This design comes from an exercise in tuning for small area on the open sky130 flow, not from production work. At most, simulation tests tie the RTL to the original design; equivalence was not proved.

## the previous run
// fir
module fir(
    input clk,
    input rst,
    input signed [15:0] x_in,
    output reg signed [31:0] y_out
);
Size: roughly 1100 cells after synthesis, about 290 flip-flops, ~19000 um^2 of cells after synthesis.
Settings: LEC_CHECK=0, CAP_MARGIN=20, CORE_MARGIN=2, CORE_UTILIZATION=60, CTS_BUF_LIST=sky130_fd_sc_hd__clkbuf_8, CTS_CLUSTER_DIAMETER=70, CTS_CLUSTER_SIZE=18, GPL_TIMING_DRIVEN=0, PLACE_DENSITY=0.75, SLEW_MARGIN=20, SYNTH_HIERARCHICAL=1, SYNTH_MINIMUM_KEEP_SIZE=0; clock period 12.0 ns.
standard.sh (not shown) runs the stock make flow with config.mk's settings and CLKGATE_MAP_FILE= SYNTH_SCRIPT=/design/flow/synth_recipe.tcl, a recipe that flattens the netlist after the stock synthesis.
==> flow/flow/run.sh <==
#!/bin/bash
# Own flow: the standard layout (standard.sh) with two changes:
#  - the port buffers that global placement inserts are the smallest buffer
#    cell (buf_1) instead of the default choice;
#  - clock tree synthesis does not add dummy loads.
set -euo pipefail
export BUFFER_PORTS_ARGS="-buffer_cell sky130_fd_sc_hd__buf_1"
export CTS_ARGS="-sink_clustering_enable -repair_clock_nets -sink_clustering_size 18 -sink_clustering_max_diameter 70 -buf_list sky130_fd_sc_hd__clkbuf_8 -dont_use_dummy_load"
bash standard.sh > standard.log 2>&1
The previous run: flow completed, timing, DRC and antenna clean
[inputs] the current run vs the previous run
diff --git a/flow/config.mk b/flow/config.mk
--- a/flow/config.mk
+++ b/flow/config.mk
@@ -9,3 +9,3 @@
 export CORE_MARGIN = 2
-export CORE_UTILIZATION = 60
+export CORE_UTILIZATION = 70
 export CTS_BUF_LIST = sky130_fd_sc_hd__clkbuf_8
@@ -13,4 +13,3 @@
 export CTS_CLUSTER_SIZE = 18
-export GPL_TIMING_DRIVEN = 0
-export PLACE_DENSITY = 0.75
+export PLACE_DENSITY = 0.85
 export SLEW_MARGIN = 20
Notes after the runs:
From the previous run to the current run the numbers moved as follows: design area now sits lower, share of synthesized area occupied by flip-flops and latches stayed essentially flat.
Routed wire length in the current run vs the previous run: up 1.3%
On fraction of the cycle the final worst path needs, the current run and the previous run are neck and neck.

* * *

Setup of v6:
Another version of the RTL of fir (not shown whole).
Size: about 1100 cells after synthesis, roughly 50 I/O pins.
==> flow/design.v (excerpt) <==
module fir(
    input clk,
    input rst,
    input signed [15:0] x_in,
    output reg signed [31:0] y_out
);
clock: 12.0 ns
lec_check: 0
cap_margin: 20
core_margin: 2
core_utilization: 60
cts_buf_list: sky130_fd_sc_hd__clkbuf_8
cts_cluster_diameter: 70
cts_cluster_size: 18
place_density: 0.75
slew_margin: 20
synth_hierarchical: 1
synth_minimum_keep_size: 0
==> flow/flow/run.sh <==
#!/bin/bash
# Own flow: the standard layout, except that the port buffers that
# global placement inserts are the smallest buffer cell (buf_1) instead of
# the default choice.  Everything else (synthesis, floorplan, power grid,
# CTS, routing) is the standard flow run through standard.sh.
set -euo pipefail
export BUFFER_PORTS_ARGS="-buffer_cell sky130_fd_sc_hd__buf_1"
bash standard.sh > standard.log 2>&1
Changes in v7 relative to v6:
==> flow/run.sh (new file) <==
#!/bin/bash
# synth_recipe.tcl (not shown) runs the flow's synth.tcl, then flattens the netlist and writes it again
# the make line also repeats each setting of config.mk as NAME=value (left out here)
make -C /OpenROAD-flow-scripts/flow DESIGN_CONFIG=/design/flow/config.mk WORK_HOME=/design/flow/orfs CLKGATE_MAP_FILE= SYNTH_SCRIPT=/design/flow/synth_recipe.tcl finish
removed: flow/flow/run.sh
removed: flow/standard.sh
==> comparison <==
v7 reports a higher wire length than v6 does. Worst-case headroom to the max-slew limit ends up lower on v7. Relative to v6, the total number of vias measured on v7 has increased slightly. v7 ended up with a lower share of the clock period used by the worst path than v6 did. On summed instance area of the synthesized netlist, v6 and v7 are neck and neck.
Function was not checked in any run of this note: the RTL went through the layout flow alone.

* * *

Setup of try-yarrow:
RTL: one of the versions met above, not the one the previous note started from.
Size: ~1,100 cells after synthesis, ~290 flip-flops, about 50 I/O pins.
==> flow/config.mk <==
export PLATFORM = sky130hd
export DESIGN_NAME = fir
export DESIGN_NICKNAME = fir
export VERILOG_FILES = /design/flow/design.v
export SDC_FILE = /design/flow/constraint.sdc
export NUM_CORES = 4
export LEC_CHECK = 0
export CAP_MARGIN = 20
export CORE_MARGIN = 2
export CORE_UTILIZATION = 60
export CTS_BUF_LIST = sky130_fd_sc_hd__clkbuf_8
export CTS_CLUSTER_DIAMETER = 70
export CTS_CLUSTER_SIZE = 18
export PLACE_DENSITY = 0.75
export SLEW_MARGIN = 20
export SYNTH_HIERARCHICAL = 1
export SYNTH_MINIMUM_KEEP_SIZE = 0
==> flow/constraint.sdc <==
create_clock -name core_clock -period 12.0 [get_ports {clk}]
set_input_delay 2.4000 -clock core_clock [delete_from_list [all_inputs] [get_ports {clk}]]
set_output_delay 2.4000 -clock core_clock [all_outputs]
set_load 0.01 [all_outputs]
==> flow/flow/run.sh <==
#!/bin/bash
# Own flow: the standard layout (standard.sh) with two changes:
#  - the port buffers that global placement inserts are the smallest buffer
#    cell (buf_1) instead of the default choice;
#  - clock tree synthesis does not add dummy loads.
set -euo pipefail
export BUFFER_PORTS_ARGS="-buffer_cell sky130_fd_sc_hd__buf_1"
export CTS_ARGS="-sink_clustering_enable -repair_clock_nets -sink_clustering_size 18 -sink_clustering_max_diameter 70 -buf_list sky130_fd_sc_hd__clkbuf_8 -dont_use_dummy_load"
bash standard.sh > standard.log 2>&1
try-yarrow reached the end of the flow, and the finished layout is clean on the timing, DRC and antenna checks.
#### Input delta (try-umber over try-yarrow)
- CTS_CLUSTER_DIAMETER: 70 -> 80
- CTS_CLUSTER_SIZE: 18 -> 22
==> flow/flow/run.sh <==
#!/bin/bash
# Own flow: the standard layout (standard.sh) with two changes:
#  - the port buffers that global placement inserts are the smallest buffer
#    cell (buf_1) instead of the default choice;
#  - clock tree synthesis does not add dummy loads.
set -euo pipefail
export BUFFER_PORTS_ARGS="-buffer_cell sky130_fd_sc_hd__buf_1"
export CTS_ARGS="-sink_clustering_enable -repair_clock_nets -sink_clustering_size 22 -sink_clustering_max_diameter 80 -buf_list sky130_fd_sc_hd__clkbuf_8 -dont_use_dummy_load"
bash standard.sh > standard.log 2>&1
Findings:
- Every run (try-yarrow and try-umber) finished clean.
- ~same maximum frequency from static timing analysis in try-yarrow and try-umber
- Share of post-route cells with drive strength above 1: try-yarrow and try-umber compared, higher one is try-umber
- As far as total number of sequential cells goes, try-yarrow and try-umber are indistinguishable; the numbers are identical.
- On core utilization, try-umber tracks try-yarrow almost exactly.
- From try-yarrow to try-umber the numbers moved as follows: synthesis-to-layout area growth climbed 0.24 points, routed wire length held.
## Diff of input files: try-delta against try-umber
- swapping 80 for 70 in CTS_CLUSTER_DIAMETER
- swapping 20 for 8 in SLEW_MARGIN
- swapping 20 for 8 in CAP_MARGIN
- swapping 22 for 18 in CTS_CLUSTER_SIZE
==> flow/flow/run.sh <==
#!/bin/bash
# Own flow: the standard layout (standard.sh) with two changes:
#  - the port buffers that global placement inserts are the smallest buffer
#    cell (buf_1) instead of the default choice;
#  - clock tree synthesis does not add dummy loads.
set -euo pipefail
export BUFFER_PORTS_ARGS="-buffer_cell sky130_fd_sc_hd__buf_1"
export CTS_ARGS="-sink_clustering_enable -repair_clock_nets -sink_clustering_size 18 -sink_clustering_max_diameter 70 -buf_list sky130_fd_sc_hd__clkbuf_8 -dont_use_dummy_load"
bash standard.sh > standard.log 2>&1
--- outcome ---
try-delta finished all stages; the layout is clean. Between try-delta and try-umber, the number of nets in the layout does not differ in any meaningful way. Re area added between synthesis and finish: try-delta is 0.24 points down on try-umber. Maximum frequency from static timing analysis delta (try-umber -> try-delta): insignificant. Via count delta (try-delta − try-umber): unfavourable. Comparing try-umber with try-delta, the non-filler instance count after layout came out essentially unchanged. [diff] global-route wire length before repair, try-delta relative to try-umber: regression. Total wire length across try-delta and try-umber: no real change.

* * *

## trial 64
fir again, from the RTL that the note above started with.
Settings: LEC_CHECK=0, CAP_MARGIN=20, CORE_MARGIN=2, CORE_UTILIZATION=60, CTS_BUF_LIST=sky130_fd_sc_hd__clkbuf_8, CTS_CLUSTER_DIAMETER=70, CTS_CLUSTER_SIZE=18, PLACE_DENSITY=0.75, SLEW_MARGIN=20, SYNTH_HIERARCHICAL=1, SYNTH_MINIMUM_KEEP_SIZE=0; clock period 12.0 ns.
==> flow/flow/run.sh <==
#!/bin/bash
# Own flow: the standard layout (standard.sh) with two changes:
#  - the port buffers that global placement inserts are the smallest buffer
#    cell (buf_1) instead of the default choice;
#  - clock tree synthesis does not add dummy loads.
set -euo pipefail
export BUFFER_PORTS_ARGS="-buffer_cell sky130_fd_sc_hd__buf_1"
export CTS_ARGS="-sink_clustering_enable -repair_clock_nets -sink_clustering_size 12 -sink_clustering_max_diameter 50 -buf_list {sky130_fd_sc_hd__clkbuf_4 sky130_fd_sc_hd__clkbuf_8} -dont_use_dummy_load"
bash standard.sh > standard.log 2>&1
For build 56, these inputs were changed with respect to trial 64:
--- a/flow/flow/run.sh
+++ b/flow/flow/run.sh
@@ -6,4 +6,4 @@
 set -euo pipefail
 export BUFFER_PORTS_ARGS="-buffer_cell sky130_fd_sc_hd__buf_1"
-export CTS_ARGS="-sink_clustering_enable -repair_clock_nets -sink_clustering_size 12 -sink_clustering_max_diameter 50 -buf_list {sky130_fd_sc_hd__clkbuf_4 sky130_fd_sc_hd__clkbuf_8} -dont_use_dummy_load"
+export CTS_ARGS="-sink_clustering_enable -repair_clock_nets -sink_clustering_size 10 -sink_clustering_max_diameter 40 -buf_list sky130_fd_sc_hd__clkbuf_4 -dont_use_dummy_load"
 bash standard.sh > standard.log 2>&1
Findings:
- Total area of multi-input combinational cells across build 56 and trial 64: no real change.
- [compare] base=trial 64 new=build 56: total number of vias -about 0.37%; worst hold slack -0.0076 ns.
- The run showing the smaller initial antenna violation count is trial 64.
- From trial 64 to build 56 the numbers moved as follows: final worst-path cycle share closely matched the old numbers, required time of the critical path rose by 0.11 ns.
- Measured against each other, build 56 and trial 64 differ in area added between synthesis and finish, the lower figure coming from build 56.
- When build 56 is measured against trial 64, its multi-input gate share of total cell area turns out 0.37 points higher.
- Build 56 and trial 64 ended up with nearly the same arithmetic-cell share of the synthesized area counting full adders, half adders and majority gates.
- Trial 64 and build 56 ended up with roughly the same share of cell area taken by flip-flops and latches.

==> afterwards: timing with drivers on the ports <==
No port has a modelled driver above. Below, the same layouts with a new extraction and two added sets of constraints. Step 1: set_driving_cell puts a clkbuf_16 on clk and a buf_2 on each other input, an assumption about the parent block. Step 2, shift: input delay + t, output delay - t, t = (earliest + latest rising clock arrival at the registers) / 2. This alone moves slack from input paths to output paths. Slacks: ideal / step 1 / step 2; pairs: ideal / step 1.
run | t (ns) | setup WS [ns] | latest minus earliest clock arrival (ns)
the previous run | 0.608 | 0.263 / 0.263 / 0.263 | 0.056 / 0.056
the current run | 0.591 | 0.273 / 0.273 / 0.273 | 0.051 / 0.050
v6 | 0.651 | 0.369 / 0.369 / 0.369 | 0.033 / 0.033
v7 | 0.645 | 0.426 / 0.426 / 0.426 | 0.072 / 0.072
try-yarrow | 0.605 | 0.275 / 0.275 / 0.275 | 0.057 / 0.057
try-umber | 0.587 | 0.305 / 0.305 / 0.305 | 0.079 / 0.079
try-delta | 0.605 | 0.275 / 0.275 / 0.275 | 0.057 / 0.057
trial 64 | 0.636 | 0.312 / 0.312 / 0.312 | 0.038 / 0.038
build 56 | 0.696 | 0.306 / 0.306 / 0.306 | 0.074 / 0.074
After both steps setup and hold are still met in every run listed.
